Background: an optimization exercise with open tools, aiming at small area, a short achievable clock period and few clock cycles. Do not read the settings as production practice.
RTL that was checked went through simulation tests only; none was proved equivalent to the original.
No functional check of the RTL was part of runs 3 and 4.
Power is estimated from default activity; no workload was simulated.

**flow/design.v**
```verilog
`timescale 1ns / 1ps
module zhxpu_core(
	input clk,
	input rst,
	output wire [15:0] imem_addr,
	input [15:0] imem_rdata,
	input imem_ready,
	output wire [15:0] dmem_addr,
	output wire [15:0] dmem_wdata,
	output wire dmem_we,
	output wire dmem_re,
	input [15:0] dmem_rdata,
	input dmem_ready
);
	reg [15:0] pc;           
	reg [15:0] ir;           
	reg ir_sp, ir_ih, ir_ra;  
	reg [15:0] gpr [0:7];
	reg [15:0] sp, ih, ra;
	reg t;
	reg [15:0] ex_a, ex_b;   
	reg ex_cin;
	reg ex_add, ex_and, ex_or, ex_shl, ex_sh, ex_arith;
	reg ex_ld, ex_st, ex_cmp, ex_wr, ex_br;
	reg [3:0] ex_dst;        
	wire ex_mem = ex_ld | ex_st;
	wire hold = !imem_ready || (ex_mem && !dmem_ready);
	wire [15:0] sum;
	zx_add16 u_alu_add(.a(ex_a), .b(ex_b), .cin(ex_cin), .s(sum));
	wire [15:0] add_p = ex_a ^ ex_b;
	wire [15:0] add_k = {ex_a[14:0] | ex_b[14:0], ex_cin};
	wire add_zero = &(add_p ~^ add_k);
	wire [15:0] b_rev;
	genvar gi;
	generate for (gi = 0; gi < 16; gi = gi + 1) begin : g_rev
		assign b_rev[gi] = ex_b[15 - gi];
	end endgenerate
	wire [15:0] sh_in = ex_shl ? b_rev : ex_b;
	wire fill = ex_arith & ex_b[15];
	wire big = |ex_a[15:4];
	wire [15:0] sh1 = ex_a[0] ? {fill, sh_in[15:1]} : sh_in;
	wire [15:0] sh2 = ex_a[1] ? {{2{fill}}, sh1[15:2]} : sh1;
	wire [15:0] sh4 = ex_a[2] ? {{4{fill}}, sh2[15:4]} : sh2;
	wire [15:0] sh8 = ex_a[3] ? {{8{fill}}, sh4[15:8]} : sh4;
	wire [15:0] shr = big ? {16{fill}} : sh8;
	wire [15:0] shr_rev;
	generate for (gi = 0; gi < 16; gi = gi + 1) begin : g_rev2
		assign shr_rev[gi] = shr[15 - gi];
	end endgenerate
	reg [15:0] oth;
	always @(*) begin
		if (ex_ld) oth = dmem_rdata;
		else if (ex_and) oth = ex_a & ex_b;
		else if (ex_or) oth = ex_a | ex_b;
		else if (ex_shl) oth = shr_rev;
		else oth = shr;
	end
	wire [15:0] ex_res = ex_add ? sum : oth;
	wire ex_zero = ex_add ? add_zero : ~|oth;
	wire ex_t = !add_zero;   
	assign dmem_addr = ex_a;
	assign dmem_wdata = ex_b;
	assign dmem_we = ex_st;
	assign dmem_re = ex_ld;
	always @(posedge clk) begin
		if (!hold) begin
			if (ex_wr) begin
				case (ex_dst)
					4'd8: sp <= ex_res;
					4'd9: ih <= ex_res;
					4'd10: ra <= ex_res;
					default: gpr[ex_dst[2:0]] <= ex_res;
				endcase
			end
			if (ex_cmp) t <= ex_t;
		end
	end
	wire [4:0] op = ir[15:11];
	wire [2:0] rx = ir[10:8];
	wire [2:0] ry = ir[7:5];
	wire [2:0] rz = ir[4:2];
	wire i_addiu  = op == 5'b01001;
	wire i_addiu3 = op == 5'b01000;
	wire g_01100  = op == 5'b01100;
	wire i_addsp  = g_01100 && rx == 3'b011;
	wire i_bteqz  = g_01100 && rx == 3'b000;
	wire i_btnez  = g_01100 && rx == 3'b001;
	wire i_mtsp   = g_01100 && rx == 3'b100;
	wire g_11100  = op == 5'b11100;        
	wire i_subu   = g_11100 && ir[1];
	wire g_11101  = op == 5'b11101;
	wire i_and    = g_11101 && ir[4:0] == 5'b01100;
	wire i_or     = g_11101 && ir[4:0] == 5'b01101;
	wire i_cmp    = g_11101 && ir[4:0] == 5'b01010;
	wire i_srav   = g_11101 && ir[4:0] == 5'b00111;
	wire g_jmp    = g_11101 && ir[4:0] == 5'b00000;
	wire i_mfpc   = g_jmp && ry == 3'b010;
	wire i_jalr   = g_jmp && ry == 3'b110;
	wire i_jrra   = g_jmp && ry == 3'b001;
	wire i_jr     = g_jmp && ry == 3'b000;
	wire i_b      = op == 5'b00010;
	wire i_beqz   = op == 5'b00100;
	wire i_bnez   = op == 5'b00101;
	wire i_li     = op == 5'b01101;
	wire i_move   = op == 5'b01111;
	wire i_lw     = op == 5'b10011;
	wire i_lwsp   = op == 5'b10010;
	wire i_sw     = op == 5'b11011;
	wire i_swsp   = op == 5'b11010;
	wire g_11110  = op == 5'b11110;
	wire i_mfih   = g_11110 && !ir[0];
	wire i_mtih   = g_11110 && ir[0];
	wire g_shift  = op == 5'b00110;        
	wire use_sp = ir_sp;
	wire i_mem = i_lw | i_lwsp | i_sw | i_swsp;
	wire br_jump = i_jr | i_jalr | i_jrra;
	wire d_br = i_b | i_beqz | i_bnez | i_bteqz | i_btnez | br_jump;
	wire [2:0] b_idx = i_swsp ? rx : ry;
	reg [15:0] a_gpr, b_reg;
	integer ri;
	always @(*) begin
		a_gpr = 16'b0;
		b_reg = 16'b0;
		for (ri = 0; ri < 8; ri = ri + 1) begin
			a_gpr = a_gpr | (gpr[ri] & {16{rx == ri}});
			b_reg = b_reg | (gpr[ri] & {16{b_idx == ri}});
		end
	end
	wire [15:0] a_reg = ir_sp ? sp : ir_ih ? ih : ir_ra ? ra : a_gpr;
	wire ex_wr_gpr = ex_wr && !ex_dst[3];
	wire fwd_a = ir_sp ? (ex_wr && ex_dst == 4'd8) :
		ir_ih ? (ex_wr && ex_dst == 4'd9) :
		ir_ra ? (ex_wr && ex_dst == 4'd10) :
		(ex_wr_gpr && ex_dst[2:0] == rx);
	wire fwd_b = ex_wr_gpr && ex_dst[2:0] == b_idx;
	wire [15:0] a_val = fwd_a ? ex_res : a_reg;
	wire [15:0] b_val = fwd_b ? ex_res : b_reg;
	wire t_val = ex_cmp ? ex_t : t;
	wire [15:0] sext8 = {{8{ir[7]}}, ir[7:0]};
	wire [15:0] sext4 = {{12{ir[3]}}, ir[3:0]};
	wire [15:0] sext5 = {{11{ir[4]}}, ir[4:0]};
	wire [15:0] sext11 = {{5{ir[10]}}, ir[10:0]};
	wire [3:0] shamt = (ir[4:2] == 3'b000) ? 4'd8 : {1'b0, ir[4:2]};
	wire br_rel = i_b | i_beqz | i_bnez | i_bteqz | i_btnez;
	wire [15:0] tgt_base = br_rel ? pc : a_reg;
	wire [15:0] tgt_off = i_b ? sext11 : (i_lw | i_sw) ? sext5 : sext8;
	wire [15:0] agu;
	zx_add16 u_agu(.a(tgt_base), .b(tgt_off), .cin(1'b0), .s(agu));
	wire ex_slow = ex_sh | ex_ld;
	wire stall = fwd_a && (i_mem || ((i_beqz | i_bnez | br_jump) && ex_slow));
	wire a_zero = fwd_a ? ex_zero : (a_reg == 16'b0);
	wire taken = i_b | (i_beqz & a_zero) | (i_bnez & !a_zero)
		| (i_bteqz & !t_val) | (i_btnez & t_val) | br_jump;
	wire [15:0] br_target = agu;
	wire [15:0] pc_inc = pc + 16'd1;
	wire [15:0] br_dest = br_jump ? a_val : br_target;
	wire [15:0] pc_next = taken ? br_dest : pc_inc;
	reg [15:0] op1, op2;
	reg d_cin, d_add, d_and, d_or, d_shl, d_sh, d_arith, d_ld, d_st, d_cmp, d_wr;
	reg [3:0] d_dst;
	always @(*) begin
		op1 = 16'b0;
		op2 = 16'b0;
		d_cin = 1'b0; d_add = 1'b0; d_and = 1'b0; d_or = 1'b0; d_shl = 1'b0; d_sh = 1'b0;
		d_arith = 1'b0; d_ld = 1'b0; d_st = 1'b0; d_cmp = 1'b0; d_wr = 1'b0;
		d_dst = {1'b0, rx};
		if (i_addiu) begin
			op1 = a_val; op2 = sext8; d_add = 1'b1; d_wr = 1'b1;
		end
		if (i_addiu3) begin
			op1 = a_val; op2 = sext4; d_add = 1'b1; d_wr = 1'b1; d_dst = {1'b0, ry};
		end
		if (i_addsp) begin
			op1 = a_val; op2 = sext8; d_add = 1'b1; d_wr = 1'b1; d_dst = 4'd8;
		end
		if (i_mtsp) begin
			op2 = b_val; d_add = 1'b1; d_wr = 1'b1; d_dst = 4'd8;
		end
		if (g_11100) begin
			op1 = a_val; op2 = i_subu ? ~b_val : b_val; d_cin = i_subu;
			d_add = 1'b1; d_wr = 1'b1; d_dst = {1'b0, rz};
		end
		if (i_and | i_or) begin
			op1 = a_val; op2 = b_val;
			d_and = i_and; d_or = i_or; d_wr = 1'b1;
		end
		if (i_cmp) begin
			op1 = a_val; op2 = ~b_val; d_cin = 1'b1; d_add = 1'b1; d_cmp = 1'b1;
		end
		if (i_srav) begin
			op1 = a_val; op2 = b_val; d_sh = 1'b1; d_arith = 1'b1;
			d_wr = 1'b1; d_dst = {1'b0, ry};
		end
		if (g_shift) begin
			op1 = {12'b0, shamt}; op2 = b_val;
			d_shl = !ir[1]; d_sh = 1'b1; d_arith = ir[0]; d_wr = 1'b1;
		end
		if (d_br) begin
			op1 = pc; d_add = 1'b1;
		end
		if (i_jalr) begin
			d_wr = 1'b1; d_dst = 4'd10;
		end
		if (i_mfpc) begin
			op1 = ex_br ? ex_a : pc; d_cin = ex_br; d_add = 1'b1; d_wr = 1'b1;
		end
		if (i_li) begin
			op2 = {8'b0, ir[7:0]}; d_add = 1'b1; d_wr = 1'b1;
		end
		if (i_move) begin
			op2 = b_val; d_add = 1'b1; d_wr = 1'b1;
		end
		if (i_mfih) begin
			op1 = a_val; d_add = 1'b1; d_wr = 1'b1;
		end
		if (i_mtih) begin
			op1 = a_val; d_add = 1'b1; d_wr = 1'b1; d_dst = 4'd9;
		end
		if (i_lw | i_lwsp) begin
			op1 = agu; d_ld = 1'b1; d_wr = 1'b1; d_dst = i_lw ? {1'b0, ry} : {1'b0, rx};
		end
		if (i_sw | i_swsp) begin
			op1 = agu; op2 = b_val; d_st = 1'b1;
		end
	end
	wire [4:0] f_op = imem_rdata[15:11];
	wire f_sp = (f_op == 5'b01100 && imem_rdata[10:8] == 3'b011) || f_op == 5'b10010 || f_op == 5'b11010;
	wire f_ih = f_op == 5'b11110 && !imem_rdata[0];
	wire f_ra = f_op == 5'b11101 && imem_rdata[7:5] == 3'b001 && imem_rdata[4:0] == 5'b00000;
	assign imem_addr = pc;
	always @(posedge clk) begin
		if (!rst) begin
			pc <= 16'b0;
			ir <= 16'b0;
			ir_sp <= 1'b0; ir_ih <= 1'b0; ir_ra <= 1'b0;
		end else if (!hold && !stall) begin
			pc <= pc_next;
			ir <= imem_rdata;
			ir_sp <= f_sp; ir_ih <= f_ih; ir_ra <= f_ra;
		end
	end
	always @(posedge clk) begin
		if (!rst) begin
			ex_ld <= 1'b0; ex_st <= 1'b0; ex_cmp <= 1'b0; ex_wr <= 1'b0;
			ex_br <= 1'b0;
		end else if (!hold) begin
			ex_ld <= d_ld & !stall;
			ex_st <= d_st & !stall;
			ex_cmp <= d_cmp & !stall;
			ex_wr <= d_wr & !stall;
			ex_br <= d_br & !stall;
		end
	end
	always @(posedge clk) begin
		if (!hold) begin
			ex_a <= op1; ex_b <= op2; ex_cin <= d_cin;
			ex_add <= d_add; ex_and <= d_and; ex_or <= d_or; ex_shl <= d_shl;
			ex_sh <= d_sh; ex_arith <= d_arith; ex_dst <= d_dst;
		end
	end
endmodule
module zx_add16(
	input [15:0] a,
	input [15:0] b,
	input cin,
	output [15:0] s
);
	wire [15:0] p = a ^ b;
	wire [15:0] g0 = a & b;
	wire [15:0] g = {g0[15:1], g0[0] | (p[0] & cin)};
	wire [15:0] g1, p1, g2, p2, g3, p3, g4, p4;
	genvar i;
	generate for (i = 0; i < 16; i = i + 1) begin : lvl
		if (i % 2 == 1) begin
			assign g1[i] = g[i] | (p[i] & g[i - 1]);
			assign p1[i] = p[i] & p[i - 1];
		end else begin
			assign g1[i] = g[i];
			assign p1[i] = p[i];
		end
		if (i % 4 >= 2) begin
			assign g2[i] = g1[i] | (p1[i] & g1[(i / 4) * 4 + 1]);
			assign p2[i] = p1[i] & p1[(i / 4) * 4 + 1];
		end else begin
			assign g2[i] = g1[i];
			assign p2[i] = p1[i];
		end
		if (i % 8 >= 4) begin
			assign g3[i] = g2[i] | (p2[i] & g2[(i / 8) * 8 + 3]);
			assign p3[i] = p2[i] & p2[(i / 8) * 8 + 3];
		end else begin
			assign g3[i] = g2[i];
			assign p3[i] = p2[i];
		end
		if (i >= 8) begin
			assign g4[i] = g3[i] | (p3[i] & g3[7]);
			assign p4[i] = p3[i] & p3[7];
		end else begin
			assign g4[i] = g3[i];
			assign p4[i] = p3[i];
		end
	end endgenerate
	assign s = p ^ {g4[14:0], cin};
endmodule
```
**flow/run.sh**
```bash
#!/bin/bash
# synth_recipe.tcl (not shown) runs the flow's synth.tcl, then flattens the netlist and writes it again
# the make line also repeats each setting of config.mk as NAME=value (left out here)
make -C /OpenROAD-flow-scripts/flow DESIGN_CONFIG=/design/flow/config.mk WORK_HOME=/design/flow/orfs CLKGATE_MAP_FILE= SYNTH_SCRIPT=/design/flow/synth_recipe.tcl finish
```
**flow/config.mk**
```make
export PLATFORM = sky130hd
export DESIGN_NAME = zhxpu_core
export DESIGN_NICKNAME = zhxpu_core
export VERILOG_FILES = /design/flow/design.v
export SDC_FILE = /design/flow/constraint.sdc
export NUM_CORES = 4
export LEC_CHECK = 0
export ABC_AREA = 1
export CAP_MARGIN = 20
export CORE_MARGIN = 2
export CORE_UTILIZATION = 60
export CTS_BUF_LIST = sky130_fd_sc_hd__clkbuf_8
export SETUP_SLACK_MARGIN = 5
export SLEW_MARGIN = 20
export TNS_END_PERCENT = 0
```
**flow/constraint.sdc**
```tcl
create_clock -name core_clock -period 9.0 [get_ports {clk}]
set_input_delay 1.8000 -clock core_clock [delete_from_list [all_inputs] [get_ports {clk}]]
set_output_delay 1.8000 -clock core_clock [all_outputs]
set_load 0.01 [all_outputs]
```
==> out/results.txt, run 1 <==
The flow ran to the end and the layout has no timing, DRC or antenna violations. The logs give 8.31 nW for the static leakage and 0 for the number of failing setup endpoints in the final timing report. The worst-case IR drop observed on VDD is 139 uV. The async set or reset register ratio after synthesis came out at 0%. The final route contains 17.5k vias. The clock period minus worst slack came out at 4110 ps. During placement, the flow inserted port buffers numbering 85. After synthesis, the largest family of logic cells by area is simple AND/OR/NAND/NOR gates. The logs give 1 for the synthesis warning total and 4890 ps for the final worst-path setup slack. The cell with the most instances on the worst path was sky130_fd_sc_hd__nand2_1.

The post-synthesis simple-gate area fraction came out at 23.8%. The effective utilization at floorplan was 60.9%; the fill cell total of the finished layout was 2230. The type of element launching the critical path was a flip-flop. Power spread over the standard cell area amounts to 173 nW/um2. At the worst endpoint, the required time is 9410 ps. The number of synthesized register bits works out to 260. The number of nets in the synthesized netlist is 2216.

Of the cells placed in the final design, the portion with a size suffix greater than 1 is 13.7%. The remaining max-slew budget at the tightest pin came out at 22.0%. The number of max-slew violations in the final report is 0, and the vias per cell is 6.49.

Across all hold checks on the routed design, the worst slack comes to 478 ps. The post-route setup TNS was 0 ps; the maximum fanout count along the critical path was 7. The run gives 3730 ps as the pre-CTS setup slack. The floorplan has 61 rows. The netlist uses 57 different library cells.

In this run the mean area of a mapped cell was 7.96 um2. The HPWL after detailed placement is 44000 um, and the post-synthesis mux area share is 0.126%. The run gives 15.8k as the number of global-route vias before repair. The die is 172 um wide. The height of the die is 172 um. The congestion estimate from routability-driven global placement came to 1.02. The library cell used most frequently in the layout, excluding fill and tap cells, is sky130_fd_sc_hd__nand2_1. In the synthesized netlist the dominant register cell turns out to be sky130_fd_sc_hd__edfxtp_1.

The master of the slowest instance on the critical path was sky130_fd_sc_hd__dfxtp_4. Counting every sink on the clock net gives 260. From synthesis to final layout, the design area changed by 19.2%.

Static timing analysis puts the maximum clock frequency at 0.243 GHz. During I/O placement, the number of pins put on the boundary was 86. The most critical setup path has its startpoint at ir[10].

Summing the areas of all compound-gate instances in the mapped netlist gives 16.9% of the synthesized area. The net count of the finished layout is 2374. Along the worst hold path, the cell count comes to 2.

Data on the critical path arrives at its endpoint at 4520 ps. The period utilization came out at 45.7%. Global routing finished with a remaining overflow of 0. The area of combinational cells with multiple inputs is 8540 um2, and the number of enable-type register cells in the synthesized netlist is 220. The repair_antennas step left the layout with diodes totalling 0.

Synthesis produced 2124 cells. The average wire per cell in the routed design works out to 23.7 um. After the first detailed-routing iteration, the DRC count stood at 2705. Of all cell types, the one taking the most synthesized area is sky130_fd_sc_hd__edfxtp_1.

After clock tree synthesis, the clock-pin slew on the worst setup and hold paths is 70 ps. Of the total synthesized cell area, the portion taken by XOR and XNOR cells is 2.07%. The longest clock path from root to sink contains 3 buffers.

Summed over all layers, the routed wires come to 63700 um. The tools report the post-detailed-route count of antenna-violating nets as 0. The root buffer cell chosen for the clock tree is sky130_fd_sc_hd__clkbuf_8.

The tightest min-delay check is of the reg2reg type. The sequential cells in the finished layout cover a total of 7440 um2. Buffers inserted during clock tree synthesis total 43.

By area the synthesized netlist is led by sky130_fd_sc_hd__edfxtp_1 39%, sky130_fd_sc_hd__nand2_1 9.8%, sky130_fd_sc_hd__nand3_1 6.1%. In the layout the commonest cells are 429 x sky130_fd_sc_hd__nand2_1, 271 x sky130_fd_sc_hd__inv_1, 220 x sky130_fd_sc_hd__edfxtp_1. Across every metal layer, demand over resource in global routing totals 41.7%. The first global-routing pass estimated 92000 um of wire. The area share of the leading cell type in the synthesized netlist was 39.1%; the delay contributed by the slowest stage of the critical path was 410 ps.

The die area came out at 29600 um2. For the placeable core area, the log shows 27800 um2. The startpoint of the most critical hold path is ex_cmp.

Before antenna repair, the detailed router went through 8 iterations. Max-cap violations in this run came to 0. Setup repair after global routing could not meet its margin everywhere.

The transition at the pin with the smallest max-transition slack came out at 1170 ps. The critical path is of the reg2reg type. STA classifies the critical path endpoint as a flip-flop. The tools report the level count of the clock H-tree as 2. TritonCTS built the clock tree.

The later pin in the worst-skew pair is clocked with a latency of 600 ps. The run gives 40 as the pin count of the biggest net entering global routing. The number of hold violations in the final report is 0, and the share of the yosys chip area belonging to registers is 43.8%.

The setup clock skew after layout came out at 47.8 ps. For the worst flop-to-flop path, the logic depth is 31. Summing every instance area after synthesis gives 16900 um2. The launch point of the worst reg-to-reg path was ir[10].

After detailed routing, the number of remaining DRC violations is 0. Summing the areas of all fa, ha and maj instances in the mapped netlist gives 4.54% of the synthesized area. The number of antenna violations at the first check in global routing was 2.
state kept, by name (all words and copies together), names as in the netlist, 4 cells and up:
name,count
ir,16
sp,16
ra,16
ex_dst,4
ih,16
gpr,128
ex_b,16
pc,16
ex_a,16
synth_stat cells, drive strengths merged, types with 12 or more instances:
library cell and n:
nand2 446, inv 280, edfxtp 220, nand3 213, nor2 183, o21ai 151, a21oi 145, ha 47
clkbuf 46, buf 41, dfxtp 40, nand4 36, o22ai 34, a221oi 33, o211ai 31, xor2 28
nor3 24, a22oi 23, nor4 14, a211oi 12, xnor2 12
power breakdown:
group,internal [W],switching (W),total [W]
clock,0.000469,0.000490,0.000959
sequential,0.00140,0.0000773,0.00148
combinational,0.000378,0.000685,0.00106
routing by layer:
layer / vias up / wire length (um) / GRT usage, %
met1: 8026 / 23500 / 56.3
met5: - / 13 / 2.26
met4: 2 / 3530 / 19.2
met3: 268 / 9440 / 11.8
met2: 1468 / 27200 / 62.2
li1: 7698 / - / -
cell families after synthesis:
group,count (synthesis)
buffers and inverters,370
flip-flops,260
AND/OR/NAND/NOR,921
AO/OA/AOI/OAI,475
XOR/XNOR,40
adder cells (fa/ha/maj),56
multiplexers,2
through the flow:
stage	cell area (um2)	total power (W)	cells	util, %
floorplan	16900	0.00203	2124	-
global placement	18000	0.00236	2526	64.9
detailed placement	18000	0.00237	2526	64.9
CTS	19400	0.00336	2643	69.8
global route	20200	0.00361	2691	72.6
finish	20200	0.00350	2691	72.6
final cells by class:
class,count,share of cell area (%)
clock buffers,45,3.07
clock inverters,31,0.757
multi-input cells,1496,42.3
flip-flops and latches,260,36.9
inverters,283,5.62
repair inverters,3,0.0745
well taps,378,2.35
repair buffers,195,8.92
final timing paths:
path | to | slack (ps)
setup / recovery | pc[14] | 4890
hold / removal | ex_cmp | 480
setup reg to reg | pc[14] | 4890
hold reg to reg | ex_cmp | 480
worst max-delay path: cells and delay by family, from the launching register on:
kind / cells / cell delay (ps)
AND/OR/NAND/NOR: 18 / 1820
flip-flops: 1 / 410
buffers and inverters: 4 / 390
AO/OA/AOI/OAI: 8 / 1090
adder cells (fa/ha/maj): 1 / 220
repair_timing:
item                                    in CTS  in global routing
gates resized for setup                     83                100
setup buffers                               38                 46
cloned                                       3                  2
hold buffers                                 0                  0
endpoints found under the setup margin     148                 84
pin swaps                                   16                 46
Testbench counts, summed over its fixed seeds: cycles 41,488.
==> inputs of run 2 (changes only) <==
--- a/flow/config.mk
+++ b/flow/config.mk
@@ -12,4 +12,4 @@
 export CTS_BUF_LIST = sky130_fd_sc_hd__clkbuf_8
 export SETUP_SLACK_MARGIN = 5
 export SLEW_MARGIN = 20
-export TNS_END_PERCENT = 0
+export TNS_END_PERCENT = 10
==> out/results.txt, run 2 <==
STA classifies the critical path startpoint as a flip-flop. The post-synthesis area per instance came out at 7.96 um2 (unchanged). By area, the combinational part of the netlist is dominated by simple AND/OR/NAND/NOR gates. TritonCTS built the clock tree. The clock edge transition at the registers on the reported setup and hold paths works out to 60 ps (about the same). The number of input and output port buffers inserted came out at 85 (unchanged).

Compared with the post-synthesis result, the final layout area differs by 20.6%. Leaving out fill and tap cells, the most frequent cells in the layout are 423 x sky130_fd_sc_hd__nand2_1, 260 x sky130_fd_sc_hd__inv_1, 220 x sky130_fd_sc_hd__edfxtp_1. The remaining max-slew budget at the tightest pin was 24.7% (+2.7 points); the remaining global-route overflow was 0 (unchanged). The post-layout net count is 2386 (+0.51%), and the die width is 172 um (unchanged). The number of global-route vias before repair was 16.5k (+4.5%). Clock period minus worst slack: 4070 ps (-43.7 ps).

The transition at the pin with the smallest max-transition slack was 1120 ps (-51.4 ps). The post-detailed-route count of antenna-violating nets came out at 0 (unchanged). The commonest cells after synthesis are 442 x sky130_fd_sc_hd__nand2_1, 268 x sky130_fd_sc_hd__inv_1, 220 x sky130_fd_sc_hd__edfxtp_1, 206 x sky130_fd_sc_hd__nand3_1, 180 x sky130_fd_sc_hd__nor2_1.

Adder-cell area share of the yosys netlist: 4.54% (unchanged). The final non-filler cell area came out at 20400 um2 (+1.1%). The synthesized instance count is 2124 (unchanged), and the via total after detailed routing is 17.8k (+1.7%). The first-pass detailed-route iteration total was 8 (unchanged).

For the effective utilization at floorplan, the log shows 60.9% (unchanged). Maximum root-to-sink buffer count: 3 (unchanged). The tools report the max-capacitance violation count as 0 (unchanged). For the pin count of the biggest net entering global routing, the log shows 40 (unchanged).

The run gives 16900 um2 (unchanged) as the cell area after synthesis. Cell type contributing the most total cell area after synthesis: sky130_fd_sc_hd__edfxtp_1. The number of buffers created by CTS came out at 44 (+2.3%).

The xor/xnor share of the synthesized area came out at 2.07% (unchanged). The master of the slowest instance on the critical path is sky130_fd_sc_hd__fa_1. The number of DRC markers in iteration 0 was 3090 (+14%); the placement row count was 61 (unchanged). The delay contributed by the slowest stage of the critical path was 440 ps (+30 ps). For the count of hold buffers inserted by post-cts repair, the log shows 0 (unchanged). Leaving out fill and tap cells, the most frequent cell in the layout is sky130_fd_sc_hd__nand2_1.

The period utilization was 45.2% (-0.49 points); the vias per cell was 6.57 (+1.2%). The tools report the HPWL after detailed placement as 44700 um (+1.6%). The largest voltage drop on the vdd net is 148 uV (+6.2%). The area share of the leading cell type in the synthesized netlist is 39.1% (unchanged).

Cell type group with the largest total delay on the critical path: simple AND/OR/NAND/NOR gates. The static leakage came out at 8.42 nW (+1.4%). By area the synthesized netlist is led by sky130_fd_sc_hd__edfxtp_1 39%, sky130_fd_sc_hd__nand2_1 9.8%, sky130_fd_sc_hd__nand3_1 6.1%.

For this run, the leading register cell type out of synthesis is sky130_fd_sc_hd__edfxtp_1. The number of hold violations in the final report was 0 (unchanged). For the die area, the log shows 29600 um2 (unchanged). The run gives 57 (unchanged) as the distinct cell type count after synthesis.

The average wire per cell in the routed design came out at 24.6 um (+4.0%). The final worst-path setup slack is 4930 ps (+43.7 ps), and the async set or reset register ratio after synthesis is 0% (unchanged). The number of synthesized register bits was 260 (unchanged). The number of enable-type register cells in the synthesized netlist was 220 (unchanged). The run gives 1.08 (+5.8%) as the final estimated routing congestion in global placement. The library cell with the highest instance count after synthesis is sky130_fd_sc_hd__nand2_1. The level count of the clock H-tree was 2 (unchanged).

The maximum fanout count along the critical path works out to 6 (-1). The wire length of the first global-routing pass was 96800 um (+5.1%); the number of antenna violations at the first check in global routing was 1 (-1). For the pre-CTS setup slack, the log shows 3860 ps (+131 ps).

The setup clock skew after layout was 37.1 ps (-10.7 ps). Post-synthesis net count: 2216 (unchanged). The fraction of layout cells with a size suffix above 1 was 14.9% (+1.3 points); the number of failing setup endpoints in the final timing report was 0 (unchanged).

The post-route setup TNS was 0 ps (unchanged); the total power density per cell area was 180 nW/um2 (+4.0%). The post-synthesis mux area share is 0.126% (unchanged), and the total number of clock tree sinks is 260 (unchanged). The highest clock rate was 0.246 GHz (+1.1%); the detailed-route DRC error count was 0 (unchanged).

Setup repair after global routing could not meet its margin everywhere. The post-synthesis compound-gate area fraction works out to 16.9% (unchanged). The run gives 1 (unchanged) as the synthesis warning total. The min-delay analysis places its worst path in the category reg2reg.

For the sum of routed wire length over all layers, the log shows 66600 um (+4.5%). For the number of max-slew violations in the final report, the log shows 0 (unchanged). The total power after layout is 0.00368 W (+5.2%), and the post-synthesis simple-gate area fraction is 23.8% (unchanged).

The flow ran to the end and the layout has no timing, DRC or antenna violations. The register-to-register setup slack is 4930 ps (+40 ps). For the data arrival time of the critical path, the log shows 4470 ps (-50 ps).

Share of the yosys chip area belonging to registers: 43.8% (unchanged). The category of the critical setup timing path was reg2reg. The instance area after placement is 18100 um2 (+0.26%).

The endpoint kind of the worst setup timing path is a flip-flop. The run gives 44.1% (+2.4 points) as the global-route usage over all layers. The number of buffers and inverters on the critical path was 3 (-1).

The height of the die is 172 um (unchanged). Worst path required time: 9400 ps (about the same). The CTS root buffer was sky130_fd_sc_hd__clkbuf_8. The I/O pin total is 86 (unchanged). Placeable core area: 27800 um2 (unchanged). The cell with the most instances on the worst path is sky130_fd_sc_hd__nand2_1.

The flip-flop count of the largest register after layout is 128 (unchanged), and the insertion delay of the later-clocked pin in the worst-skew pair is 600 ps (about the same).
## run 2: cell counts after synthesis
Identical to the previous run, type by type.
## run 2: final timing paths
kind	endpoint	start	cells after the start
max	pc[9]	ir[10]	25
min	ex_br	ex_br	2
max reg2reg	pc[9]	ir[10]	25
min reg2reg	ex_br	ex_br	2
## run 2: worst reg2reg max path, cell delays in order, from the launching register on
cell	delay, ps
sky130_fd_sc_hd__dfxtp_4	380
sky130_fd_sc_hd__buf_12	150
sky130_fd_sc_hd__nand3_4	160
sky130_fd_sc_hd__clkinvlp_4	120
sky130_fd_sc_hd__nand2_1	110
sky130_fd_sc_hd__o21ai_2	90
sky130_fd_sc_hd__nor4_4	350
sky130_fd_sc_hd__o21ai_1	140
sky130_fd_sc_hd__o211ai_1	100
sky130_fd_sc_hd__o21a_2	200
sky130_fd_sc_hd__o21ai_0	90
sky130_fd_sc_hd__ha_1	340
sky130_fd_sc_hd__nand2_1	80
sky130_fd_sc_hd__nand3_2	90
sky130_fd_sc_hd__nand3_2	80
sky130_fd_sc_hd__nand2_2	70
sky130_fd_sc_hd__a21oi_2	70
sky130_fd_sc_hd__o21bai_1	170
sky130_fd_sc_hd__inv_1	90
sky130_fd_sc_hd__fa_1	440
sky130_fd_sc_hd__xor2_1	190
sky130_fd_sc_hd__nor2_1	70
sky130_fd_sc_hd__a21oi_1	120
sky130_fd_sc_hd__nand2_1	70
sky130_fd_sc_hd__nand3_1	60
sky130_fd_sc_hd__a21oi_1	70
## run 2: metal layers
layer | routed length [um] | global-route usage (%) | vias up
met5 | 7 | 0 | -
met4 | 4230 | 23.8 | 2
met3 | 9870 | 13.2 | 343
met2 | 28300 | 64.5 | 1556
met1 | 24200 | 59.2 | 8146
li1 | - | - | 7715
## run 2: report_power, final
part | switching (W) | total (W) | internal, W
clock | 0.000517 | 0.00113 | 0.000615
sequential | 0.0000762 | 0.00147 | 0.00140
combinational | 0.000695 | 0.00107 | 0.000378
## run 2: logic make-up after synthesis
| family | count (synthesis) |
|---|---|
| AOI/OAI and AO/OA | 475 |
| xor gates and xnor gates | 40 |
| adders and majority gates | 56 |
| buffers and inverters | 370 |
| DFF | 260 |
| muxes | 2 |
| and+or+nand+nor | 921 |
## run 2: layout make-up
| class | count | area, um2 |
|---|---|---|
| Antenna cell | 1 | 2.50 |
| Sequential cell | 260 | 7440 |
| Tap cell | 378 | 473 |
| Fill cell | 2135 | 7390 |
| Multi-Input combinational cell | 1495 | 8550 |
| Clock buffer | 45 | 619 |
| Timing Repair Buffer | 208 | 1880 |
| Inverter | 283 | 1130 |
| Clock inverter | 33 | 287 |
| Timing Repair inverter | 2 | 12.5 |
## run 2: timing repair
action,in CTS,in global routing
setup buffers,49,44
endpoints found under the setup margin,108,72
gates cloned,2,1
pin swaps,20,48
resized for setup,89,104
endpoints found under the hold margin,0,0
## run 2: stage by stage
step                      utilization [%]  cells  hold WS, ps
after floorplan                         -   2124          445
after global placement               65.0   2530          456
after detailed placement             65.0   2530          463
after CTS                            70.7   2659          472
after global routing                 73.4   2704          490
final                                73.4   2705          477
==> inputs of run 3 (changes only) <==
--- a/flow/design.v
+++ b/flow/design.v
@@ -20,7 +20,7 @@
 	reg t;
 	reg [15:0] ex_a, ex_b;   
 	reg ex_cin;
-	reg ex_add, ex_and, ex_or, ex_shl, ex_sh, ex_arith;
+	reg ex_and, ex_or, ex_shl, ex_sh, ex_arith;
 	reg ex_ld, ex_st, ex_cmp, ex_wr, ex_br;
 	reg [3:0] ex_dst;        
 	wire ex_mem = ex_ld | ex_st;
@@ -47,14 +47,10 @@
 	generate for (gi = 0; gi < 16; gi = gi + 1) begin : g_rev2
 		assign shr_rev[gi] = shr[15 - gi];
 	end endgenerate
-	reg [15:0] oth;
-	always @(*) begin
-		if (ex_ld) oth = dmem_rdata;
-		else if (ex_and) oth = ex_a & ex_b;
-		else if (ex_or) oth = ex_a | ex_b;
-		else if (ex_shl) oth = shr_rev;
-		else oth = shr;
-	end
+	wire ex_add = !(ex_ld | ex_and | ex_or | ex_sh);
+	wire [15:0] oth = ({16{ex_ld}} & dmem_rdata) | ({16{ex_and}} & (ex_a & ex_b))
+		| ({16{ex_or}} & (ex_a | ex_b)) | ({16{ex_sh & ex_shl}} & shr_rev)
+		| ({16{ex_sh & !ex_shl}} & shr);
 	wire [15:0] ex_res = ex_add ? sum : oth;
 	wire ex_zero = ex_add ? add_zero : ~|oth;
 	wire ex_t = !add_zero;   
@@ -115,6 +111,7 @@
 	wire i_mem = i_lw | i_lwsp | i_sw | i_swsp;
 	wire br_jump = i_jr | i_jalr | i_jrra;
 	wire d_br = i_b | i_beqz | i_bnez | i_bteqz | i_btnez | br_jump;
+	wire ir_spec = ir_sp | ir_ih | ir_ra;
 	wire [2:0] b_idx = i_swsp ? rx : ry;
 	reg [15:0] a_gpr, b_reg;
 	integer ri;
@@ -122,11 +119,11 @@
 		a_gpr = 16'b0;
 		b_reg = 16'b0;
 		for (ri = 0; ri < 8; ri = ri + 1) begin
-			a_gpr = a_gpr | (gpr[ri] & {16{rx == ri}});
+			a_gpr = a_gpr | (gpr[ri] & {16{rx == ri && !ir_spec}});
 			b_reg = b_reg | (gpr[ri] & {16{b_idx == ri}});
 		end
 	end
-	wire [15:0] a_reg = ir_sp ? sp : ir_ih ? ih : ir_ra ? ra : a_gpr;
+	wire [15:0] a_reg = a_gpr | ({16{ir_sp}} & sp) | ({16{ir_ih}} & ih) | ({16{ir_ra}} & ra);
 	wire ex_wr_gpr = ex_wr && !ex_dst[3];
 	wire fwd_a = ir_sp ? (ex_wr && ex_dst == 4'd8) :
 		ir_ih ? (ex_wr && ex_dst == 4'd9) :
@@ -143,7 +140,8 @@
 	wire [3:0] shamt = (ir[4:2] == 3'b000) ? 4'd8 : {1'b0, ir[4:2]};
 	wire br_rel = i_b | i_beqz | i_bnez | i_bteqz | i_btnez;
 	wire [15:0] tgt_base = br_rel ? pc : a_reg;
-	wire [15:0] tgt_off = i_b ? sext11 : (i_lw | i_sw) ? sext5 : sext8;
+	wire off5 = i_lw | i_sw;
+	wire [15:0] tgt_off = ({16{i_b}} & sext11) | ({16{off5}} & sext5) | ({16{!i_b & !off5}} & sext8);
 	wire [15:0] agu;
 	zx_add16 u_agu(.a(tgt_base), .b(tgt_off), .cin(1'b0), .s(agu));
 	wire ex_slow = ex_sh | ex_ld;
@@ -155,73 +153,42 @@
 	wire [15:0] pc_inc = pc + 16'd1;
 	wire [15:0] br_dest = br_jump ? a_val : br_target;
 	wire [15:0] pc_next = taken ? br_dest : pc_inc;
-	reg [15:0] op1, op2;
-	reg d_cin, d_add, d_and, d_or, d_shl, d_sh, d_arith, d_ld, d_st, d_cmp, d_wr;
+	wire i_addu_subu = g_11100;
+	wire s1_a = i_addiu | i_addiu3 | i_addsp | g_11100 | i_and | i_or | i_cmp | i_srav
+		| i_mfih | i_mtih;
+	wire s1_agu = i_mem;
+	wire s1_pc = d_br | (i_mfpc & !ex_br);
+	wire s1_exa = i_mfpc & ex_br;
+	wire s1_sh = g_shift;
+	wire s2_b = i_mtsp | (g_11100 & !i_subu) | i_and | i_or | i_srav | g_shift | i_move
+		| i_sw | i_swsp;
+	wire s2_nb = i_subu | i_cmp;
+	wire s2_i8 = i_addiu | i_addsp;
+	wire s2_i4 = i_addiu3;
+	wire s2_z8 = i_li;
+	wire [15:0] op1 = ({16{s1_a}} & a_val) | ({16{s1_agu}} & agu) | ({16{s1_pc}} & pc)
+		| ({16{s1_exa}} & ex_a) | ({12'b0, {4{s1_sh}} & shamt});
+	wire [15:0] op2 = ({16{s2_b}} & b_val) | ({16{s2_nb}} & ~b_val) | ({16{s2_i8}} & sext8)
+		| ({16{s2_i4}} & sext4) | ({8'b0, {8{s2_z8}} & ir[7:0]});
+	wire d_cin = s2_nb | s1_exa;
+	wire d_and = i_and;
+	wire d_or = i_or;
+	wire d_sh = i_srav | g_shift;
+	wire d_shl = g_shift & !ir[1];
+	wire d_arith = i_srav | (g_shift & ir[0]);
+	wire d_ld = i_lw | i_lwsp;
+	wire d_st = i_sw | i_swsp;
+	wire d_cmp = i_cmp;
+	wire d_wr = i_addiu | i_addiu3 | i_addsp | i_mtsp | g_11100 | i_and | i_or | i_srav
+		| g_shift | i_mfpc | i_jalr | i_li | i_move | i_mfih | i_mtih | i_lw | i_lwsp;
 	reg [3:0] d_dst;
 	always @(*) begin
-		op1 = 16'b0;
-		op2 = 16'b0;
-		d_cin = 1'b0; d_add = 1'b0; d_and = 1'b0; d_or = 1'b0; d_shl = 1'b0; d_sh = 1'b0;
-		d_arith = 1'b0; d_ld = 1'b0; d_st = 1'b0; d_cmp = 1'b0; d_wr = 1'b0;
-		d_dst = {1'b0, rx};
-		if (i_addiu) begin
-			op1 = a_val; op2 = sext8; d_add = 1'b1; d_wr = 1'b1;
-		end
-		if (i_addiu3) begin
-			op1 = a_val; op2 = sext4; d_add = 1'b1; d_wr = 1'b1; d_dst = {1'b0, ry};
-		end
-		if (i_addsp) begin
-			op1 = a_val; op2 = sext8; d_add = 1'b1; d_wr = 1'b1; d_dst = 4'd8;
-		end
-		if (i_mtsp) begin
-			op2 = b_val; d_add = 1'b1; d_wr = 1'b1; d_dst = 4'd8;
-		end
-		if (g_11100) begin
-			op1 = a_val; op2 = i_subu ? ~b_val : b_val; d_cin = i_subu;
-			d_add = 1'b1; d_wr = 1'b1; d_dst = {1'b0, rz};
-		end
-		if (i_and | i_or) begin
-			op1 = a_val; op2 = b_val;
-			d_and = i_and; d_or = i_or; d_wr = 1'b1;
-		end
-		if (i_cmp) begin
-			op1 = a_val; op2 = ~b_val; d_cin = 1'b1; d_add = 1'b1; d_cmp = 1'b1;
-		end
-		if (i_srav) begin
-			op1 = a_val; op2 = b_val; d_sh = 1'b1; d_arith = 1'b1;
-			d_wr = 1'b1; d_dst = {1'b0, ry};
-		end
-		if (g_shift) begin
-			op1 = {12'b0, shamt}; op2 = b_val;
-			d_shl = !ir[1]; d_sh = 1'b1; d_arith = ir[0]; d_wr = 1'b1;
-		end
-		if (d_br) begin
-			op1 = pc; d_add = 1'b1;
-		end
-		if (i_jalr) begin
-			d_wr = 1'b1; d_dst = 4'd10;
-		end
-		if (i_mfpc) begin
-			op1 = ex_br ? ex_a : pc; d_cin = ex_br; d_add = 1'b1; d_wr = 1'b1;
-		end
-		if (i_li) begin
-			op2 = {8'b0, ir[7:0]}; d_add = 1'b1; d_wr = 1'b1;
-		end
-		if (i_move) begin
-			op2 = b_val; d_add = 1'b1; d_wr = 1'b1;
-		end
-		if (i_mfih) begin
-			op1 = a_val; d_add = 1'b1; d_wr = 1'b1;
-		end
-		if (i_mtih) begin
-			op1 = a_val; d_add = 1'b1; d_wr = 1'b1; d_dst = 4'd9;
-		end
-		if (i_lw | i_lwsp) begin
-			op1 = agu; d_ld = 1'b1; d_wr = 1'b1; d_dst = i_lw ? {1'b0, ry} : {1'b0, rx};
-		end
-		if (i_sw | i_swsp) begin
-			op1 = agu; op2 = b_val; d_st = 1'b1;
-		end
+		if (i_addsp | i_mtsp) d_dst = 4'd8;
+		else if (i_mtih) d_dst = 4'd9;
+		else if (i_jalr) d_dst = 4'd10;
+		else if (i_addiu3 | i_srav | i_lw) d_dst = {1'b0, ry};
+		else if (g_11100) d_dst = {1'b0, rz};
+		else d_dst = {1'b0, rx};
 	end
 	wire [4:0] f_op = imem_rdata[15:11];
 	wire f_sp = (f_op == 5'b01100 && imem_rdata[10:8] == 3'b011) || f_op == 5'b10010 || f_op == 5'b11010;
@@ -254,7 +221,7 @@
 	always @(posedge clk) begin
 		if (!hold) begin
 			ex_a <= op1; ex_b <= op2; ex_cin <= d_cin;
-			ex_add <= d_add; ex_and <= d_and; ex_or <= d_or; ex_shl <= d_shl;
+			ex_and <= d_and; ex_or <= d_or; ex_shl <= d_shl;
 			ex_sh <= d_sh; ex_arith <= d_arith; ex_dst <= d_dst;
 		end
 	end
--- a/flow/config.mk
+++ b/flow/config.mk
@@ -10,6 +10,6 @@
 export CORE_MARGIN = 2
 export CORE_UTILIZATION = 60
 export CTS_BUF_LIST = sky130_fd_sc_hd__clkbuf_8
-export SETUP_SLACK_MARGIN = 5
+export SETUP_SLACK_MARGIN = 4.5
 export SLEW_MARGIN = 20
 export TNS_END_PERCENT = 10
==> out/results.txt, run 3 <==
The path class of the tightest hold or removal check is reg2reg. The clock period minus worst slack is 4500 ps (+424 ps). The tools report the fill cell total of the finished layout as 2168 (+1.5%). The height of the die came out at 169 um (-1.9%).

For the post-detailed-route count of antenna-violating nets, the log shows 0 (unchanged). In this run the clock root is driven by a sky130_fd_sc_hd__clkbuf_8. The cell family contributing the most delay on the critical path is compound AO/OA/AOI/OAI gates. The logs give 0 (unchanged) for the detailed-route DRC error count and 14.9k (-9.7%) for the number of global-route vias before repair.

TritonCTS built the clock tree. In the post-synthesis netlist, the biggest area contributors are sky130_fd_sc_hd__edfxtp_1 40%, sky130_fd_sc_hd__nand2_1 10%, sky130_fd_sc_hd__nand3_1 5.8%. Cell type contributing the most total cell area after synthesis: sky130_fd_sc_hd__edfxtp_1. The flip-flop count of the largest register after layout is 128 (unchanged). The placement row count was 60 (-1.6%).

For the worst path required time, the log shows 9320 ps (-80 ps). The data arrival time of the critical path is 4820 ps (+350 ps). The period utilization works out to 49.9% (+4.7 points). By instance count, the leading cell after synthesis is sky130_fd_sc_hd__nand2_1. The logs give 0 (unchanged) for the number of failing setup endpoints in the final timing report and 43 (-2.3%) for the number of buffers created by CTS. The number of input and output port buffers inserted was 85 (unchanged). Share of the yosys chip area belonging to registers: 45.3% (+1.5 points). The critical path in this run is classified as reg2reg.

The run gives 0 (unchanged) as the number of hold violations in the final report. The signal on the critical path passes through inv_1 -> nand3_1 -> clkinv_4 -> nand2_2 -> inv_6 -> nand2_1 -> nand4_1 -> a211oi_2 -> nand2_1 -> nand2_1 -> o21ai_0 -> ha_1 -> a21oi_1 -> nor2_1 -> a211oi_1 -> o21ai_2 -> a21oi_1 -> xor2_1 -> o21ai_0 -> a21oi_1 -> o21ai_0. The run gives 16.0k (-9.9%) as the via total after detailed routing.

The logs give 43400 um (-2.8%) for the HPWL after detailed placement and 63 (+11%) for the distinct cell type count after synthesis. The total power after layout is 0.00349 W (-5.1%), and the placeable core area is 26800 um2 (-3.5%). The setup clock skew after layout is 23.6 ps (-13.6 ps), and the async set or reset register ratio after synthesis is 0% (unchanged). The average wire per cell in the routed design is 24.9 um (+1.3%). The area share of the leading cell type in the synthesized netlist works out to 40.4% (+1.3 points). The total number of clock tree sinks is 259 (-0.38%), and the largest voltage drop on the vdd net is 188 uV (+27%). The sum of routed wire length over all layers was 61000 um (-8.4%).

The flow ran to the end and the layout has no timing, DRC or antenna violations. The number of synthesized register bits came out at 259 (-0.38%). The fraction of layout cells with a size suffix above 1 was 10.3% (-4.7 points). The area growth from synthesis to layout is 15.2%. The tools report the cell-internal power as 0.00231 W (-3.5%).

The final worst-path setup slack came out at 4500 ps (-424 ps). The run gives 0 (unchanged) as the remaining global-route overflow. The commonest cells after synthesis are 446 x sky130_fd_sc_hd__nand2_1, 219 x sky130_fd_sc_hd__edfxtp_1, 219 x sky130_fd_sc_hd__inv_1, 189 x sky130_fd_sc_hd__nand3_1, 137 x sky130_fd_sc_hd__nor2_1. The post-synthesis area per instance is 8.31 um2 (+4.4%), and the total power density per cell area is 186 nW/um2 (+3.2%).

The post-synthesis net count was 2050 (-7.5%); the synthesized instance count was 1958 (-7.8%). The die width was 169 um (-1.9%). The logs give 89700 um (-7.3%) for the wire length of the first global-routing pass and 3 (+2) for the number of antenna violations at the first check in global routing. The library cell used most frequently in the layout, excluding fill and tap cells, is sky130_fd_sc_hd__nand2_1. The logs give 41.1% (+1.1 points) for the part of the total power dissipated in sequential elements and 3330 ps (-534 ps) for the pre-CTS setup slack. The delay contributed by the slowest stage of the critical path is 540 ps (+100 ps). The final estimated routing congestion in global placement was 1.00 (-7.5%).

The transition at the pin with the smallest max-transition slack was 1140 ps (+24.3 ps); the number of max-slew violations in the final report was 0 (unchanged). The worst setup path is launched from a flip-flop. The I/O pin total came out at 86 (unchanged). The switching share of total power works out to 33.9% (-1.1 points). The logs give 18800 um2 (-8.0%) for the final non-filler cell area and 590 ps (about the same) for the insertion delay of the later-clocked pin in the worst-skew pair. Pin count of the biggest net entering global routing: 48 (+20%).

For the post-layout net count, the log shows 2163 (-9.3%). The run gives 60.7% (-0.15 points) as the effective utilization at floorplan. Among all flip-flop cells after synthesis, the most frequent one is sky130_fd_sc_hd__edfxtp_1. The net switching power of the design was 0.00118 W (-8.1%). The tools report the die area as 28500 um2 (-3.7%). For the number of DRC markers in iteration 0, the log shows 2667 (-14%).

The worst setup path is captured at a flip-flop. The instance area after placement is 17400 um2 (-3.5%). The number of buffers and inverters on the critical path is 3 (unchanged), and the remaining max-slew budget at the tightest pin is 23.5% (-1.2 points). The run gives 25.8% (-3.4 points) as the part of the power in combinational logic. In the layout the commonest cells are 444 x sky130_fd_sc_hd__nand2_1, 227 x sky130_fd_sc_hd__inv_1, 219 x sky130_fd_sc_hd__edfxtp_1. The logs give 33.1% (+2.3 points) for the portion of total power attributed to the clock network and 2 (unchanged) for the level count of the clock H-tree. The tools report the max-capacitance violation count as 0 (unchanged). The number of enable-type register cells in the synthesized netlist works out to 219 (-0.45%). The vias per cell is 6.54 (-0.45%), and the maximum root-to-sink buffer count is 3 (unchanged). The static leakage was 7.61 nW (-9.7%); the clock edge transition at the registers on the reported setup and hold paths was 60 ps (about the same). The maximum fanout count along the critical path is 14 (+8), and the global-route usage over all layers is 42.4% (-1.7 points). The highest clock rate came out at 0.222 GHz (-9.4%). The largest individual stage delay along the critical path comes from the cell sky130_fd_sc_hd__a211oi_2. The cell area after synthesis was 16300 um2 (-3.8%).

Setup repair after global routing could not meet its margin everywhere. The first-pass detailed-route iteration total is 7 (-1), and the synthesis warning total is 1 (unchanged). The run gives 0 ps (unchanged) as the post-route setup TNS.
==> run 3: worst paths after layout <==
check	cells after the start	slack [ps]	from	end
setup / recovery	21	4500	ir_ih	ex_a[13]
hold / removal	2	500	ex_cmp	ex_cmp
setup reg to reg	21	4500	ir_ih	ex_a[13]
hold reg to reg	2	500	ex_cmp	ex_cmp
==> run 3: logic make-up after synthesis <==
group / Yosys count / share of synthesized area [%]
AND/OR/NAND/NOR: 882 / 24.3
AO/OA/AOI/OAI: 398 / 15.3
buffers and inverters: 317 / 7.92
flip-flops: 259 / 45.3
adder cells (fa/ha/maj): 56 / 4.72
XOR/XNOR: 46 / 2.47
==> run 3: routing by layer <==
layer	GRT usage, %	share of wire (%)
met5	0	0.023
met4	27.5	7.9
met3	11.3	13
met2	66.8	45
met1	51.9	35
==> run 3: area by class of cell <==
cell class / instances / area, um2 / area share (%)
multi-input cells: 1382 / 7760 / 41.4
flip-flops and latches: 259 / 7390 / 39.4
repair buffers: 138 / 1270 / 6.75
inverters: 247 / 975 / 5.20
clock buffers: 45 / 619 / 3.30
well taps: 341 / 427 / 2.27
clock inverters: 33 / 310 / 1.65
diodes: 2 / 5.00 / 0.0267
==> run 3: worst reg2reg max path, delay by kind of cell (launching register included) <==
kind,cells,cell delay [ps]
compound gates,9,1720
simple gates,7,1170
flops,1,430
buf+inv,3,360
fa+ha+maj,1,340
xor+xnor,1,230
==> run 3: metrics by stage <==
step / hold WS (ps) / util (%) / cells
global route: 495 / 70.0 / 2445
floorplan: 445 / - / 1958
global placement: 472 / 65.0 / 2341
finish: 496 / 70.0 / 2447
CTS: 482 / 69.2 / 2433
detailed placement: 473 / 65.0 / 2341
==> run 3: timing repair <==
action | 4_1_cts | 5_1_grt
gates resized for setup | 31 | 23
gates cloned | 0 | 0
buffers inserted | 14 | 10
setup endpoints to repair | 82 | 18
hold buffers | 0 | 0
pin swaps | 3 | 7
==> run 3: power groups by stage <==
stage               Sequential, W  Combinational, W  Clock [W]
floorplan                 0.00143          0.000524          0
global placement          0.00147          0.000808          0
detailed placement        0.00147          0.000813          0
CTS                       0.00143          0.000843    0.00115
global route              0.00144          0.000965    0.00119
finish                    0.00144          0.000901    0.00115
==> inputs of run 4 (changes only) <==
--- a/flow/config.mk
+++ b/flow/config.mk
@@ -10,6 +10,6 @@
 export CORE_MARGIN = 2
 export CORE_UTILIZATION = 60
 export CTS_BUF_LIST = sky130_fd_sc_hd__clkbuf_8
-export SETUP_SLACK_MARGIN = 4.5
+export SETUP_SLACK_MARGIN = 5
 export SLEW_MARGIN = 20
 export TNS_END_PERCENT = 10
==> out/results.txt, run 4 <==
The run finished with no timing, DRC or antenna violations. The post-route setup TNS is 0 ps (unchanged). For the distinct cell type count after synthesis, the log shows 63 (unchanged). Number of enable-type register cells in the synthesized netlist: 219 (unchanged). The via total after detailed routing is 16.3k (+1.8%), and the cell area after synthesis is 16300 um2 (unchanged).

The non-filler instance count after layout came out at 2483 (+1.5%). The run gives 1 (unchanged) as the synthesis warning total. The run gives 1958 (unchanged) as the synthesized instance count. For the post-layout net count, the log shows 2201 (+1.8%). Compared with the post-synthesis result, the final layout area differs by 18.9%. The logs give 60.7% (unchanged) for the effective utilization at floorplan and 600 ps (about the same) for the insertion delay of the later-clocked pin in the worst-skew pair.

In the post-synthesis netlist, the biggest area contributors are sky130_fd_sc_hd__edfxtp_1 40%, sky130_fd_sc_hd__nand2_1 10%, sky130_fd_sc_hd__nand3_1 5.8%. The first-pass detailed-route iteration total was 8 (+1); the die width was 169 um (unchanged). The run gives 1 (-2) as the number of antenna violations at the first check in global routing. The terminus of the critical flop-to-flop path was ex_a[6]. The async set or reset register ratio after synthesis works out to 0% (unchanged). The I/O pin total was 86 (unchanged); the number of input and output port buffers inserted was 85 (unchanged).

The worst register-to-register path begins at ir_ra. The area share of the leading cell type in the synthesized netlist is 40.4% (unchanged), and the pre-CTS setup slack is 3640 ps (+308 ps). The tools report the number of global-route vias before repair as 15.2k (+2.3%).

The transition at the pin with the smallest max-transition slack was 1110 ps (-33.9 ps); the share of the yosys chip area belonging to registers was 45.3% (unchanged). The final worst-path setup slack is 4640 ps (+134 ps). The largest voltage drop on the vdd net was 208 uV (+11%); the highest clock rate was 0.229 GHz (+3.1%). The post-synthesis area per instance was 8.31 um2 (unchanged); the core utilization of the finished layout was 72.2% (+2.2 points). The total instance count after detailed placement is 2341 (unchanged). The tools report the count of hold buffers inserted by post-cts repair as 0 (unchanged).

The number of cell instances on the worst register-to-register path came out at 24 (+14%). The number of buffers created by CTS came out at 43 (unchanged). The tools report the worst path required time as 9290 ps (-30 ps).

Among all cell types in the netlist, the one instantiated most often is sky130_fd_sc_hd__nand2_1. The cell depth of the worst min-delay path is 2 (unchanged), and the number of synthesized register bits is 259 (unchanged). Clock period minus worst slack: 4360 ps (-134 ps).

The average wire per cell in the routed design was 24.6 um (-1.3%); the setup clock skew after layout was 32.5 ps (+8.88 ps). Among all flip-flop cells after synthesis, the most frequent one is sky130_fd_sc_hd__edfxtp_1. The run gives 90000 um (+0.38%) as the wire length of the first global-routing pass. The vias per cell is 6.56 (+0.31%), and the period utilization is 48.5% (-1.5 points).

Setup repair after global routing could not meet its margin everywhere. The logs give 0 (unchanged) for the number of hold violations in the final report and 2 (unchanged) for the level count of the clock H-tree. The final estimated routing congestion in global placement was 0.998 (-0.25%). The maximum fanout count along the critical path was 8 (-6).

The placement row count was 60 (unchanged). The biggest area contributor in the post-synthesis netlist is sky130_fd_sc_hd__edfxtp_1. The register-to-register setup slack is 4640 ps (+130 ps), and the fraction of layout cells with a size suffix above 1 is 14.2% (+3.9 points). In the layout the commonest cells are 429 x sky130_fd_sc_hd__nand2_1, 224 x sky130_fd_sc_hd__inv_1, 219 x sky130_fd_sc_hd__edfxtp_1.

The number of failing setup endpoints in the final timing report came out at 0 (unchanged). The die area is 28500 um2 (unchanged). The detailed-route DRC error count is 0 (unchanged). The critical path startpoint was ir_ra. For the maximum root-to-sink buffer count, the log shows 3 (unchanged). The library cell used most frequently in the layout, excluding fill and tap cells, is sky130_fd_sc_hd__nand2_1. Endpoint of the worst hold path: ex_cmp. The height of the die is 169 um (unchanged).

The HPWL after detailed placement is 41100 um (-5.3%), and the placeable core area is 26800 um2 (unchanged). The type of element launching the critical path was a flip-flop. The number of antenna repair diodes is 0 (-2). Startpoint of the most critical hold path: ex_cmp. TritonCTS built the clock tree. The tools report the max-capacitance violation count as 0 (unchanged).

The flip-flop count of the largest register after layout works out to 128 (unchanged). The tools report the sum of routed wire length over all layers as 61100 um (+0.11%). Sorting the synthesized cells by how often they occur yields 446 x sky130_fd_sc_hd__nand2_1, 219 x sky130_fd_sc_hd__edfxtp_1, 219 x sky130_fd_sc_hd__inv_1, 189 x sky130_fd_sc_hd__nand3_1, 137 x sky130_fd_sc_hd__nor2_1. The static leakage is 7.84 nW (+3.1%). The number of DRC markers in iteration 0 was 2745 (+2.9%); the post-detailed-route count of antenna-violating nets was 0 (unchanged).

The clock edge transition at the registers on the reported setup and hold paths came out at 70 ps (about the same). The worst min-delay path category is reg2reg. The total power density per cell area was 178 nW/um2 (-4.4%).

The post-synthesis net count is 2050 (unchanged). The remaining max-slew budget at the tightest pin is 25.2% (+1.7 points), and the remaining global-route overflow is 0 (unchanged). STA classifies the critical path endpoint as a flip-flop.

The category of the critical setup timing path is reg2reg. The global-route usage over all layers came out at 42.2% (-0.27 points). Pin count of the biggest net entering global routing: 46 (-4.2%). The data arrival time of the critical path was 4650 ps (-170 ps); the number of max-slew violations in the final report was 0 (unchanged).

The total number of clock tree sinks is 259 (unchanged). CTS placed an instance of sky130_fd_sc_hd__clkbuf_8 at the clock tree root.
[run 4: cell counts after synthesis]
Identical to the previous run, type by type.
[run 4: cells by family (layout without fill, tap and decap cells)]
group                      after synthesis  count (layout)  share of synthesized area, %
adders and majority gates               56              56                          4.72
AOI/OAI and AO/OA                      398             398                          15.3
xor gates and xnor gates                46              46                          2.47
and+or+nand+nor                        882             882                          24.3
DFF                                    259             259                          45.3
buffers and inverters                  317             501                          7.92
[run 4: worst max path at each step]
stage | slack [ps] | endpoint
3_3_place_gp | 3680 | ex_a[8]
3_5_place_dp | 3640 | ex_a[8]
2_1_floorplan | 4880 | gpr[0][0]
6_report | 4640 | ex_a[6]
5_1_grt | 4570 | pc[13]
4_1_cts | 4770 | ex_a[8]
[run 4: final cells by class]
class	instances	area, um2
multi-input combinational	1382	8040
fill	2075	7450
sequential	259	7390
timing repair buffer	175	1620
inverter	247	1020
clock buffer	43	592
tap	341	427
clock inverter	35	254
timing repair inverter	1	7.51
[run 4: worst max-delay path: stages (launching register included)]
cell	delay (ps)
sky130_fd_sc_hd__dfxtp_2	350
sky130_fd_sc_hd__buf_12	110
sky130_fd_sc_hd__inv_6	30
sky130_fd_sc_hd__nand3_4	100
sky130_fd_sc_hd__clkinv_8	110
sky130_fd_sc_hd__nand2_8	140
sky130_fd_sc_hd__clkinvlp_4	160
sky130_fd_sc_hd__buf_6	160
sky130_fd_sc_hd__nand2_2	50
sky130_fd_sc_hd__o211ai_1	150
sky130_fd_sc_hd__nor4_4	390
sky130_fd_sc_hd__o21ai_1	120
sky130_fd_sc_hd__ha_1	360
sky130_fd_sc_hd__a21oi_2	270
sky130_fd_sc_hd__o21ai_4	120
sky130_fd_sc_hd__nand3_2	90
sky130_fd_sc_hd__nand2_2	60
sky130_fd_sc_hd__buf_4	130
sky130_fd_sc_hd__buf_4	120
sky130_fd_sc_hd__buf_4	120
sky130_fd_sc_hd__xor2_1	150
sky130_fd_sc_hd__inv_1	80
sky130_fd_sc_hd__nor2_1	40
sky130_fd_sc_hd__a221oi_1	480
sky130_fd_sc_hd__o21ai_0	190
[run 4: what timing repair did]
| action | in CTS | in global routing |
|---|---|---|
| buffers inserted | 39 | 23 |
| gates cloned | 2 | 0 |
| pin swaps | 21 | 28 |
| setup endpoints to repair | 184 | 62 |
| resized for setup | 98 | 62 |
[run 4: metal layers]
layer / vias to the layer above / GRT usage [%] / wire length [um]
met3: 365 / 9.80 / 7890
met4: 0 / 27.5 / 4930
li1: 7139 / - / -
met1: 7492 / 53.2 / 21700
met5: - / 0 / 0
met2: 1286 / 65.5 / 26600
[run 4: where the power goes]
group / switching (W) / internal [W]
logic: 0.000628 / 0.000335
clock network: 0.000506 / 0.000540
registers: 0.0000624 / 0.00137
[run 4: per-stage QoR]
step | hold WS, ps | cell area (um2) | total power (W)
final | 473 | 19400 | 0.00344
after global routing | 500 | 19400 | 0.00356
after CTS | 471 | 19000 | 0.00335
after detailed placement | 461 | 17400 | 0.00226
after global placement | 460 | 17400 | 0.00225
after floorplan | 445 | 16300 | 0.00196
==> inputs of run 5 (changes only) <==
--- a/flow/design.v
+++ b/flow/design.v
@@ -119,11 +119,11 @@
 		a_gpr = 16'b0;
 		b_reg = 16'b0;
 		for (ri = 0; ri < 8; ri = ri + 1) begin
-			a_gpr = a_gpr | (gpr[ri] & {16{rx == ri && !ir_spec}});
+			a_gpr = a_gpr | (gpr[ri] & {16{rx == ri}});
 			b_reg = b_reg | (gpr[ri] & {16{b_idx == ri}});
 		end
 	end
-	wire [15:0] a_reg = a_gpr | ({16{ir_sp}} & sp) | ({16{ir_ih}} & ih) | ({16{ir_ra}} & ra);
+	wire [15:0] a_reg = ({16{!ir_spec}} & a_gpr) | ({16{ir_sp}} & sp) | ({16{ir_ih}} & ih) | ({16{ir_ra}} & ra);
 	wire ex_wr_gpr = ex_wr && !ex_dst[3];
 	wire fwd_a = ir_sp ? (ex_wr && ex_dst == 4'd8) :
 		ir_ih ? (ex_wr && ex_dst == 4'd9) :
==> out/results.txt, run 5 <==
The logs give 0 (-1) for the number of antenna violations at the first check in global routing and 9280 ps (about the same) for the worst path required time. The number of failing setup endpoints in the final timing report is 0 (unchanged). Final estimated routing congestion in global placement: 1.11 (+11%). The number of global-route vias before repair is 15.7k (+2.8%), and the fraction of layout cells with a size suffix above 1 is 13.3% (-0.94 points). The final non-filler cell area is 19400 um2 (+0.36%), and the synthesis-to-layout area growth is 19.0% (about the same).

The startpoint identified for the worst register-to-register timing path is ir[12]. The height of the die was 169 um (+0.14%); the number of synthesized register bits was 259 (unchanged). TritonCTS built the clock tree. Leaving out fill and tap cells, the most frequent cell in the layout is sky130_fd_sc_hd__nand2_1. For the static leakage, the log shows 7.96 nW (+1.5%). The period utilization is 48.1% (-0.38 points). The synthesis warning total was 1 (unchanged); the sum of routed wire length over all layers was 63600 um (+4.1%).

After synthesis, the most frequently instantiated cells are 492 x sky130_fd_sc_hd__nand2_1, 243 x sky130_fd_sc_hd__inv_1, 219 x sky130_fd_sc_hd__edfxtp_1, 194 x sky130_fd_sc_hd__nand3_1, 146 x sky130_fd_sc_hd__nor2_1. The max-capacitance violation count was 0 (unchanged); the transition at the pin with the smallest max-transition slack was 1250 ps (+140 ps). The tools report the cell area after synthesis as 16300 um2 (+0.28%). The run gives 43700 um (+6.2%) as the HPWL after detailed placement. The die area was 28500 um2 (+0.27%); the remaining max-slew budget at the tightest pin was 16.2% (-9.0 points). The data arrival time of the critical path is 4600 ps (-50 ps), and the I/O pin total is 86 (unchanged). The run gives 45.2% (-0.13 points) as the share of the yosys chip area belonging to registers. Level count of the clock H-tree: 2 (unchanged). The endpoint identified for the worst register-to-register timing path is ex_b[2].

Category of the critical setup timing path: reg2reg. The average wire per cell in the routed design is 25.0 um (+1.6%). The tools report the number of buffers created by CTS as 44 (+2.3%). The insertion delay of the later-clocked pin in the worst-skew pair is 600 ps (about the same). The run finished with no timing, DRC or antenna violations.

For the number of max-slew violations in the final report, the log shows 0 (unchanged). The total number of clock tree sinks came out at 259 (unchanged). The placeable core area is 26800 um2 (unchanged), and the maximum root-to-sink buffer count is 3 (unchanged).

Clock edge transition at the registers on the reported setup and hold paths: 60 ps (about the same). The via total after detailed routing is 16.7k (+2.6%). The highest clock rate came out at 0.231 GHz (+0.79%).

For the instance area after placement, the log shows 17400 um2 (-0.12%). Most frequently used flop master after synthesis: sky130_fd_sc_hd__edfxtp_1. Setup repair after global routing could not meet its margin everywhere. Area share of the leading cell type in the synthesized netlist: 40.3% (-0.11 points).

The cell type contributing the most total cell area after synthesis is sky130_fd_sc_hd__edfxtp_1. The run gives 0 (unchanged) as the detailed-route DRC error count. The total power density per cell area was 183 nW/um2 (+2.6%).

The worst setup path is launched from a flip-flop. The run gives 2260 (+2.7%) as the post-layout net count. The maximum fanout count along the critical path came out at 12 (+4). The tools report the wire length of the first global-routing pass as 91900 um (+2.1%). Clock period minus worst slack: 4330 ps (-34.4 ps). The async set or reset register ratio after synthesis came out at 0% (unchanged). The vias per cell was 6.57 (+0.14%); the distinct cell type count after synthesis was 60 (-4.8%). The number of cell instances on the worst register-to-register path was 17 (-29%); the post-route setup TNS was 0 ps (unchanged). Number of enable-type register cells in the synthesized netlist: 219 (unchanged). The min-delay analysis places its worst path in the category reg2reg.

The flip-flop count of the largest register after layout is 128 (unchanged). The tools report the synthesized instance count as 2014 (+2.9%). The effective utilization at floorplan is 60.9% (+0.17 points), and the pin count of the biggest net entering global routing is 48 (+4.3%). The number of DRC markers in iteration 0 came out at 2252 (-18%). The cell depth of the worst min-delay path came out at 2 (unchanged).

The remaining global-route overflow was 0 (unchanged); the first-pass detailed-route iteration total was 10 (+2). Leaving out fill and tap cells, the most frequent cells in the layout are 477 x sky130_fd_sc_hd__nand2_1, 242 x sky130_fd_sc_hd__inv_1, 219 x sky130_fd_sc_hd__edfxtp_1. The core utilization of the finished layout came out at 72.5% (+0.26 points). The number of hold violations in the final report came out at 0 (unchanged).
==> run 5: cell types whose count changed in the layout (fill, tap and decap cells not counted), sizes merged, moves of 5 or more <==
cell / before / now
nand2: 455 / 493
o21ai: 132 / 114
inv: 253 / 264
o22ai: 31 / 42
o2111ai: 4 / 14
a211oi: 16 / 7
nor2: 141 / 150
buf: 89 / 97
a22o: 7 / 1
nand3: 196 / 202
o211ai: 29 / 35
nor3: 24 / 19
==> run 5: stage by stage <==
stage	hold slack, ps	power [W]	worst slack [ps]	cells
after floorplan	443	0.00196	4880	2014
after global routing	523	0.00365	4670	2544
after detailed placement	472	0.00230	3890	2384
after global placement	471	0.00228	4030	2383
final	478	0.00354	4670	2544
after CTS	481	0.00344	4840	2511
==> run 5: worst max-delay path by stage <==
stage	endpoint	slack (ps)	cells after the start
floorplan	gpr[0][0]	4880	6
global placement	ir[9]	4030	8
CTS	gpr[3][5]	4840	8
detailed placement	gpr[3][1]	3890	8
finish	ex_b[2]	4670	17
global route	ex_a[8]	4670	24
==> run 5: critical path, cell delays in order, from the launching register on <==
cell and delay (ps):
sky130_fd_sc_hd__dfxtp_2 380, sky130_fd_sc_hd__inv_2 70, sky130_fd_sc_hd__nor3_4 530, sky130_fd_sc_hd__inv_2 290
sky130_fd_sc_hd__nor2_4 170, sky130_fd_sc_hd__inv_2 90, sky130_fd_sc_hd__nor2_8 150, sky130_fd_sc_hd__nand2_1 80
sky130_fd_sc_hd__o21ai_2 150, sky130_fd_sc_hd__inv_2 140, sky130_fd_sc_hd__nand3_2 160, sky130_fd_sc_hd__inv_1 310
sky130_fd_sc_hd__a221oi_1 680, sky130_fd_sc_hd__nand3_1 250, sky130_fd_sc_hd__nand2_1 160, sky130_fd_sc_hd__o21ai_1 100
sky130_fd_sc_hd__nand2_1 90, sky130_fd_sc_hd__o211ai_1 180
==> run 5: where the power goes <==
part | switching, W | internal (W)
Clock | 0.000521 | 0.000597
Sequential | 0.0000724 | 0.00137
Combinational | 0.000652 | 0.000331
Total | 0.00125 | 0.00230
==> run 5: cell families after synthesis <==
kind of cell | Yosys count | share of synthesized area [%]
flops | 259 | 45.2
buf+inv | 343 | 8.45
simple gates | 926 | 24.6
compound gates | 388 | 14.7
fa+ha+maj | 56 | 4.71
xor+xnor | 40 | 2.15
mux | 2 | 0.123
==> run 5: layout make-up <==
cell class | count | area (um2)
Tap cell | 341 | 427
Timing Repair Buffer | 183 | 1660
Sequential cell | 259 | 7400
Fill cell | 2058 | 7380
Multi-Input combinational cell | 1414 | 7970
Clock buffer | 46 | 633
Clock inverter | 35 | 278
Timing Repair inverter | 2 | 12.5
Inverter | 264 | 1050
==> run 5: repair_timing <==
item,4_1_cts,5_1_grt
hold buffers,0,0
endpoints found under the setup margin,129,176
pin swaps,18,38
cloned,1,3
setup buffers,45,29
resized for setup,65,72
==> run 5: metal layers <==
layer / wire length [um] / GRT usage [%]
met5: 0 / 0
met4: 5520 / 32.1
met3: 7330 / 10.4
met2: 28600 / 67.9
met1: 22100 / 51.9
Testbench counts of run 5, summed over its fixed seeds: cycles 41,488.

Setup slack of run 5, layout unchanged: 4.673 ns with ideal ports, 4.673 ns with driving cells assumed (clock clkbuf_16, inputs buf_2), 4.340 ns with port delays also shifted by the 0.635 ns mid clock arrival.
